Source: an optimization exercise on an open RTL-to-GDS flow (aim: a short achievable clock period and few clock cycles). Production flows keep margins and buffers that such runs may drop. Only simulation tests tie the RTL to the original design; equivalence was not proved. Power is estimated from default activity; no workload was simulated.

== the reference run ==
Design dig_ctrl_top, start of the top module:
module dig_ctrl_top (
    input  logic [7:0] ui_in,     
    output logic [7:0] uo_out,    
    input  logic [7:0] uio_in,    
    output logic [7:0] uio_out,   
    output logic [7:0] uio_oe,    
    input  logic       ena,       
    input  logic       clk,       
    input  logic       rst_n,      
    input  logic       port_ms_i,
    output logic [7:0] port_ms_o
);
    logic rst_n_sync;
    assign rst_n_sync = rst_n;
    logic spi_sclk;
    logic spi_mosi;
    logic spi_miso;
    logic spi_cs;
    logic mode;
    logic debug_i;
    logic [1:0] debug_o;
    dig_ctrl #(
    ) dig_ctrl_inst (
        .clk_i          (clk),
        .rst_ni         (rst_n_sync),
        .spi_sclk_i     (spi_sclk),
        .spi_mosi_i     (spi_mosi),
        .spi_miso_o     (spi_miso),
        .spi_cs_i       (spi_cs),
        .mode_i         (mode),
        .port_i         (ui_in),
        .port_o         (uo_out),
        .port_ms_i      (port_ms_i),
        .port_ms_o      (port_ms_o),
        .debug_i        (debug_i),
        .debug_o        (debug_o)
    );
    assign spi_cs     = uio_in[0];  assign uio_oe[0] = 1'b0; assign uio_out[0] = 1'b0;
    assign spi_mosi   = uio_in[1];  assign uio_oe[1] = 1'b0; assign uio_out[1] = 1'b0;
    assign uio_out[2] = spi_miso;   assign uio_oe[2] = 1'b1;
    assign spi_sclk   = uio_in[3];  assign uio_oe[3] = 1'b0; assign uio_out[3] = 1'b0;
    assign mode = uio_in[4]; assign uio_out[4] = 1'b0; assign uio_oe[4] = 1'b0;  
    assign debug_i = uio_in[5]; assign uio_out[5] = 1'b0; assign uio_oe[5] = 1'b0;  
    assign uio_out[6] = debug_o[0]; assign uio_oe[6] = 1'b1;  
    assign uio_out[7] = debug_o[1]; assign uio_oe[7] = 1'b1;  
endmodule
Size in the first run: roughly 640 flip-flops, ~52 I/O pins.
export LEC_CHECK = 0
export ABC_CLOCK_PERIOD_IN_PS = 2500
export CAP_MARGIN = 20
export CORE_MARGIN = 2
export CORE_UTILIZATION = 40
export SETUP_SLACK_MARGIN = 5
export SLEW_MARGIN = 20
create_clock -name core_clock -period 10.0 [get_ports {clk}]
run.sh (not shown) runs the stock make flow with config.mk's settings and CLKGATE_MAP_FILE= SYNTH_SCRIPT=/design/flow/synth_recipe.tcl, a recipe that flattens the netlist after the stock synthesis.
The reference run did not finish: a tool error stopped it during 5_1_grt.
Testbench counts of the reference run, summed over its fixed seeds: cycles 29,269.
#### Input delta (the trial run over the reference run)
# the reference run
export LEC_CHECK = 0
export ABC_CLOCK_PERIOD_IN_PS = 2500
export CAP_MARGIN = 20
export CORE_MARGIN = 2
export CORE_UTILIZATION = 40
export SETUP_SLACK_MARGIN = 5
export SLEW_MARGIN = 20
create_clock -name core_clock -period 10.0 [get_ports {clk}]
# the trial run
export LEC_CHECK = 0
export CAP_MARGIN = 20
export CORE_MARGIN = 2
export CORE_UTILIZATION = 40
export SLEW_MARGIN = 20
create_clock -name core_clock -period 10.0 [get_ports {clk}]
Findings:
- The reference run and the trial run ended up with nearly the same number of cells in the design after placement.
- Total half-perimeter wirelength after legalization and detailed placement is lower on the reference run
- Comparing the reference run and the trial run, total clock buffers created by CTS is higher on the reference run.
- Between the reference run and the trial run, the difference in instance area after placement is negligible.
- Number of gates resized after cts is lower on the trial run
- Re number of buffers added for setup after CTS: the reference run was higher than the trial run.
- Number of placement rows came out exactly the same in the reference run and the trial run.
- Seen in the log of the trial run: GRT-0116 during 5_1_grt, after which the run never completed.


Another version of the RTL of dig_ctrl_top (not shown whole).
For scale: ~7500 cells after synthesis, about 1300 flip-flops, ~52 I/O pins.
## dig_ctrl_top
module dig_ctrl_top (
    input  logic [7:0] ui_in,     
    output logic [7:0] uo_out,    
    input  logic [7:0] uio_in,    
    output logic [7:0] uio_out,   
    output logic [7:0] uio_oe,    
    input  logic       ena,       
    input  logic       clk,       
    input  logic       rst_n,      
    input  logic       port_ms_i,
    output logic [7:0] port_ms_o
);
    logic rst_n_sync;
    always_ff @(negedge clk) begin
        rst_n_sync <= rst_n;
    end
    logic spi_sclk;
    logic spi_mosi;
    logic spi_miso;
    logic spi_cs;
    logic mode;
    logic debug_i;
    logic [1:0] debug_o;
    dig_ctrl #(
    ) dig_ctrl_inst (
        .clk_i          (clk),
        .rst_ni         (rst_n_sync),
        .spi_sclk_i     (spi_sclk),
        .spi_mosi_i     (spi_mosi),
        .spi_miso_o     (spi_miso),
        .spi_cs_i       (spi_cs),
        .mode_i         (mode),
        .port_i         (ui_in),
        .port_o         (uo_out),
        .port_ms_i      (port_ms_i),
        .port_ms_o      (port_ms_o),
        .debug_i        (debug_i),
        .debug_o        (debug_o)
    );
    assign spi_cs     = uio_in[0];  assign uio_oe[0] = 1'b0; assign uio_out[0] = 1'b0;
    assign spi_mosi   = uio_in[1];  assign uio_oe[1] = 1'b0; assign uio_out[1] = 1'b0;
    assign uio_out[2] = spi_miso;   assign uio_oe[2] = 1'b1;
    assign spi_sclk   = uio_in[3];  assign uio_oe[3] = 1'b0; assign uio_out[3] = 1'b0;
    assign mode = uio_in[4]; assign uio_out[4] = 1'b0; assign uio_oe[4] = 1'b0;  
    assign debug_i = uio_in[5]; assign uio_out[5] = 1'b0; assign uio_oe[5] = 1'b0;  
    assign uio_out[6] = debug_o[0]; assign uio_oe[6] = 1'b1;  
    assign uio_out[7] = debug_o[1]; assign uio_oe[7] = 1'b1;  
endmodule
clock: 10.0 ns
lec_check: 0
abc_clock_period_in_ps: 2000
cap_margin: 30
core_margin: 2
core_utilization: 40
setup_slack_margin: 5
slew_margin: 30
The starting point completed with no timing, DRC or antenna violations.
Testbench counts at the start, summed over its fixed seeds: cycles 22,065.
Next try:
==> flow/flow/run.sh (new file) <==
#!/bin/bash
set -euo pipefail
export SETUP_SLACK_MARGIN=7
bash standard.sh > standard.log 2>&1
==> flow/standard.sh (new file) <==
#!/bin/bash
# synth_recipe.tcl (not shown) runs the flow's synth.tcl, then flattens the netlist and writes it again
# the make line also repeats each setting of config.mk as NAME=value (left out here)
make -C /OpenROAD-flow-scripts/flow DESIGN_CONFIG=/design/flow/config.mk WORK_HOME=/design/flow/orfs CLKGATE_MAP_FILE= SYNTH_SCRIPT=/design/flow/synth_recipe.tcl "${@:-finish}"
--- a/flow/config.mk
+++ b/flow/config.mk
@@ -9 +9 @@
-export CAP_MARGIN = 30
+export CAP_MARGIN = 20
@@ -12,2 +12 @@
-export SETUP_SLACK_MARGIN = 5
-export SLEW_MARGIN = 30
+export SLEW_MARGIN = 20
removed: flow/run.sh
This time the run finished but failed the layout checks on max-capacitance violations, max-slew violations.
Design area rose by 23%.
Wire length went up by 20%.
Total power came out higher by 29%.
Global-route usage increases by 6.2 points.
Via count came out higher by 12%.
Setup slack gains 9.9 ps.
Clock power goes up by 5.5%.
Final cell count rises by 9.3%.
Combinational power rises by 52%.
Sequential power barely changes.
Die area stays the same.
